What follows belongs to an exercise in optimizing a design on an open flow for small area and a short achievable clock period; a production flow would make more cautious choices.
In this exercise RTL edits were held to simulation tests only and were not proved equivalent to the original.
No activity file was given, so power comes from the tool's default toggle rates.

## alpha
==> module registers, before the edit <==
module registers(
    input clk,
    input [4:0] rs1,
    input [4:0] rs2,
    input [4:0] rd,
    input we,
    input [31:0] wdata,
    output [31:0] rv1,
    output [31:0] rv2
    );
    reg [31:0] rf [1:31];
    wire [31:0] sel1 = 32'b1 << rs1;
    wire [31:0] sel2 = 32'b1 << rs2;
    wire [31:0] selw = 32'b1 << rd;
    genvar i;
    generate
        for (i = 1; i < 32; i = i + 1) begin : g_wr
            always @(posedge clk)
                if (we & selw[i]) rf[i] <= wdata;
        end
    endgenerate
    genvar b;
    generate
        for (b = 0; b < 32; b = b + 1) begin : g_rd
            wire [30:0] col;
            for (i = 1; i < 32; i = i + 1) begin : g_col
                assign col[i - 1] = rf[i][b];
            end
            rdbit R1(.d(col), .s(sel1[31:1]), .y(rv1[b]));
            rdbit R2(.d(col), .s(sel2[31:1]), .y(rv2[b]));
        end
    endgenerate
endmodule
clock: 15.0 ns
lec_check: 0
abc_clock_period_in_ps: 10000
cap_margin: 20
core_margin: 2
core_utilization: 40
setup_slack_margin: 5
slew_margin: 20
synth_hierarchical: 1
run.sh (not shown) runs the stock make flow with config.mk's settings and CLKGATE_MAP_FILE= SYNTH_SCRIPT=/design/flow/synth_recipe.tcl, a recipe that flattens the netlist after the stock synthesis.
What beta does differently from alpha at the input level:
==> flow/design.v, changed modules only <==
module registers(
    input clk,
    input [4:0] rs1,
    input [4:0] rs2,
    input [4:0] rd,
    input we,
    input [31:0] wdata,
    output [31:0] rv1,
    output [31:0] rv2
    );
    wire [31:0] rf [1:31];
    wire [31:0] sel1 = 32'b1 << rs1;
    wire [31:0] sel2 = 32'b1 << rs2;
    wire [31:0] selw = 32'b1 << rd;
    wire [31:0] we_n = ~({32{we}} & selw);
    genvar i;
    generate
        for (i = 1; i < 32; i = i + 1) begin : g_wr
            regword W(.clk(clk), .we(we & selw[i]), .hold(we_n[i]), .d(wdata), .q(rf[i]));
        end
    endgenerate
    genvar b;
    generate
        for (b = 0; b < 32; b = b + 1) begin : g_rd
            wire [30:0] col;
            for (i = 1; i < 32; i = i + 1) begin : g_col
                assign col[i - 1] = rf[i][b];
            end
            rdbit R1(.d(col), .s(sel1[31:1]), .y(rv1[b]));
            rdbit R2(.d(col), .s(sel2[31:1]), .y(rv2[b]));
        end
    endgenerate
endmodule
module regword(
    input clk,
    input we,
    input hold,
    input [31:0] d,
    output reg [31:0] q
    );
    always @(posedge clk)
        q <= ({32{we}} & d) | ({32{hold}} & q);
endmodule
--- outcome ---
- Delta (beta minus alpha): met2 track demand over resource +4.6 points; total number of multi-input combinational cells +about 32%.
- beta vs alpha, transition time of the tightest slew-check pin went down by 0.012 ns.
- From alpha to beta the numbers moved as follows: width of the die went up 1.2%; final clock skew went up 0.012 ns; insertion delay to the later sink of the worst-skew pair went up 0.03 ns.
- beta did not stop at any stage, and its layout met the timing, design-rule and antenna checks.
- The number of cell instances on the worst register-to-register path in beta sits 2 below the value recorded for alpha.
- alpha reports its most common cell after layout, fill and taps aside as edfxtp_1 while beta reports dfxtp_1.
- beta -> alpha: adder-cell area share of the yosys netlist flat

========
Another version of the RTL of cpu (not shown whole).
For scale: ~55000 µm² of cells after synthesis.
==> module cpu, before the edit <==
module cpu (
    input clk,
    input reset,
    output [31:0] iaddr,
    input [31:0] idata,
    output [31:0] daddr,
    input [31:0] drdata,
    output [31:0] dwdata,
    output [3:0] dwe
);
    wire [6:0] op = idata[6:0];
    wire [2:0] f3 = idata[14:12];
    wire is_load   = ~op[6] & ~op[5] & ~op[4];
    wire is_store  = ~op[6] &  op[5] & ~op[4];
    wire is_branch =  op[6] & ~op[2];
    wire is_jal    =  op[6] &  op[3];
    wire is_jalr   =  op[6] &  op[2] & ~op[3];
    wire is_lui    = ~op[6] &  op[5] &  op[2];
    wire is_auipc  = ~op[6] & ~op[5] &  op[2];
    wire regwrite  = ~is_branch & ~is_store;
    wire s = idata[31];
    wire [31:0] imm_i  = {{20{s}}, idata[31:20]};
    wire [31:0] imm_ls = {{20{s}}, idata[31:25], is_store ? idata[11:7] : idata[24:20]};
    wire [31:0] imm_u  = {idata[31:12], 12'b0};
    wire [31:0] imm_b  = {{20{s}}, idata[7], idata[30:25], idata[11:8], 1'b0};
    wire [31:0] imm_j  = {{12{s}}, idata[19:12], idata[20], idata[30:21], 1'b0};
    wire [31:0] imm_pc = op[6] ? (op[2] ? imm_j : imm_b) : imm_u;    
    reg [31:1] pc;
    assign iaddr = {pc, 1'b0};
    wire [31:0] rv1, rv2;
    reg [31:0] wdata;
    registers REGISTERS(
        .clk(clk), .rs1(idata[19:15]), .rs2(idata[24:20]), .rd(idata[11:7]),
        .we(regwrite), .wdata(wdata), .rv1(rv1), .rv2(rv2)
    );
    wire [31:0] agu;
    ksadd AGU(.a(rv1), .b(imm_ls), .y(agu));
    assign daddr = agu;
    wire [31:0] a = rv1;
    wire [31:0] b = op[5] ? rv2 : imm_i;
    wire sub = op[6] | (~f3[2] & f3[1]) | ((f3 == 3'b000) & op[5] & idata[30]);
    wire [32:0] sum;
    wire [31:0] gn, pn, x;
    ksaddc ADDSUB(.a(a), .b(b ^ {32{sub}}), .cin(sub), .y(sum[31:0]), .cout(sum[32]),
                  .gn(gn), .pn(pn), .x(x));
    wire eq  = &x;               
    wire ltu = ~sum[32];
    wire lt  = (a[31] ^ b[31]) ? a[31] : sum[31];
    wire [31:0] sh, srev;
    shifter SHIFT(.a(a), .left(~f3[2]), .sh(b[4:0]), .f(idata[30] & a[31]), .y(sh));
    genvar i;
    generate
        for (i = 0; i < 32; i = i + 1) begin : g_rev
            assign srev[i] = sh[31 - i];
        end
    endgenerate
    reg [31:0] aluout;
    always @(*) begin
        case (f3)
            3'b000: aluout = sum[31:0];
            3'b001: aluout = srev;
            3'b010: aluout = {31'b0, lt};
            3'b011: aluout = {31'b0, ltu};
            3'b100: aluout = x;
            3'b101: aluout = sh;
            3'b110: aluout = ~pn;
            default: aluout = ~gn;
        endcase
    end
    wire [31:0] pc4 = {pc[31:2] + 30'd1, pc[1], 1'b0};
    wire [31:0] pcimm = {pc, 1'b0} + imm_pc;
    wire taken = (f3[2] ? (f3[1] ? ltu : lt) : eq) ^ f3[0];
    wire [31:0] npc = is_jalr ? agu : ((is_jal | (is_branch & taken)) ? pcimm : pc4);
    always @(posedge clk) begin
        if (reset) pc <= 31'b0;
        else pc <= npc[31:1];
    end
    wire [1:0] ea = agu[1:0];
    wire [7:0] lb = ea[1] ? (ea[0] ? drdata[31:24] : drdata[23:16])
                          : (ea[0] ? drdata[15:8]  : drdata[7:0]);
    wire [15:0] lh = ea[1] ? drdata[31:16] : drdata[15:0];
    wire hmis = f3[0] & ea[0];
    wire lsign = ~f3[2] & ~hmis & (f3[0] ? lh[15] : lb[7]);
    wire [31:0] ld;
    assign ld[7:0]   = f3[1] ? drdata[7:0]   : (f3[0] ? (hmis ? 8'b0 : lh[7:0])  : lb);
    assign ld[15:8]  = f3[1] ? drdata[15:8]  : (f3[0] ? (hmis ? 8'b0 : lh[15:8]) : {8{lsign}});
    assign ld[31:16] = f3[1] ? drdata[31:16] : {16{lsign}};
    always @(*) begin
        if (is_load) wdata = ld;
        else if (is_lui) wdata = imm_u;
        else if (is_auipc) wdata = pcimm;
        else if (op[6]) wdata = pc4;           
        else wdata = aluout;
    end
    assign dwdata[7:0]   = rv2[7:0];
    assign dwdata[15:8]  = (f3[1:0] == 2'b00) ? rv2[7:0] : rv2[15:8];
    assign dwdata[23:16] = f3[1] ? rv2[23:16] : rv2[7:0];
    assign dwdata[31:24] = f3[1] ? rv2[31:24] : (f3[0] ? rv2[15:8] : rv2[7:0]);
    wire a0 = (ea == 2'b00);
    assign dwe[0] = is_store & a0;
    assign dwe[1] = is_store & ((f3[1] | f3[0]) ? a0 : (ea == 2'b01));
    assign dwe[2] = is_store & (f3[1] ? a0 : (ea == 2'b10));
    assign dwe[3] = is_store & (f3[1] ? a0 : (f3[0] ? (ea == 2'b10) : (ea == 2'b11)));
endmodule
clock: 15.0 ns
lec_check: 0
abc_clock_period_in_ps: 10000
cap_margin: 20
core_margin: 2
core_utilization: 40
cts_buf_list: sky130_fd_sc_hd__clkbuf_8
cts_cluster_size: 20
slew_margin: 20
synth_hierarchical: 1
standard.sh (not shown) runs the stock make flow with config.mk's settings and CLKGATE_MAP_FILE= SYNTH_SCRIPT=/design/flow/synth_recipe.tcl, a recipe that flattens the netlist after the stock synthesis.
==> flow/flow/run.sh <==
#!/bin/bash
# Layout flow: the standard ORFS flow (standard.sh, unchanged synthesis,
# floorplan, power grid, placement, CTS and routing), run with a larger setup
# repair margin so that timing repair keeps improving the critical paths, and
# with buf_2 cells as the port buffers. The make output goes to orfs_make.log;
# each ORFS step keeps its own log under orfs/logs/.
set -euo pipefail
bash standard.sh \
    SETUP_SLACK_MARGIN=5.8 \
    "BUFFER_PORTS_ARGS=-buffer_cell sky130_fd_sc_hd__buf_2" \
    finish > orfs_make.log 2>&1
Rerun with:
--- a/flow/design.v
+++ b/flow/design.v
@@ -344,11 +344,11 @@
         else if (op[6]) wdata = pc4;           
         else wdata = aluout;
     end
     assign dwdata[7:0]   = rv2[7:0];
-    assign dwdata[15:8]  = (f3[1:0] == 2'b00) ? rv2[7:0] : rv2[15:8];
-    assign dwdata[23:16] = f3[1] ? rv2[23:16] : rv2[7:0];
-    assign dwdata[31:24] = f3[1] ? rv2[31:24] : (f3[0] ? rv2[15:8] : rv2[7:0]);
+    assign dwdata[15:8]  = ea[0] ? rv2[7:0] : rv2[15:8];
+    assign dwdata[23:16] = ea[1] ? rv2[7:0] : rv2[23:16];
+    assign dwdata[31:24] = ea[1] ? (ea[0] ? rv2[7:0] : rv2[15:8]) : rv2[31:24];
     wire a0 = (ea == 2'b00);
     assign dwe[0] = is_store & a0;
     assign dwe[1] = is_store & ((f3[1] | f3[0]) ? a0 : (ea == 2'b01));
     assign dwe[2] = is_store & (f3[1] ? a0 : (ea == 2'b10));
Outcome: Clock skew went down by 0.021 ns. Wire length falls by 2.2%. Worst setup slack improves by 0.075 ns. Final cell count stays flat. Sequential share of layout area stays flat. Die area hardly moves. Synthesized area barely changes. Utilization grows by 0.10 points. Global-route usage is lower by 1.5 points. Synthesized cell count hardly moves. Total power rose by 0.45%. Clock power barely changes. Non-clock buffer count shrinks by 27.

[what the ideal ports hide]
How much do the figures lean on ideal ports? The routed layouts below were timed once more, with nothing changed but the port constraints.
Step 1 sets driving cells, clkbuf_16 on the clock port and buf_2 on the other inputs (assumed; they add their load-dependent delay and slew).
Step 2 also shifts input and output timing later by t, the mid clock arrival at the registers, as if the neighbouring blocks saw the same clock.
Slacks: ideal ports / drivers / drivers and shift; pairs: ideal ports / drivers.
run | t (ns) | slack for setup (ns) | worst slew at a driven data input, ns
alpha | 0.804 | 4.289 / 4.138 / 4.138 | 0.24
beta | 0.829 | 4.120 / 3.967 / 3.967 | 0.27
the first run of note 2 | 0.989 | 5.549 / 5.460 / 4.940 | 0.16
the second run of note 2 | 0.991 | 5.624 / 5.534 / 4.693 | 0.14
After both steps every run listed still meets setup and hold. For the second run of note 2, which loses most, drivers alone change the setup slack by -0.090 ns; drivers and shift together by -0.931 ns.
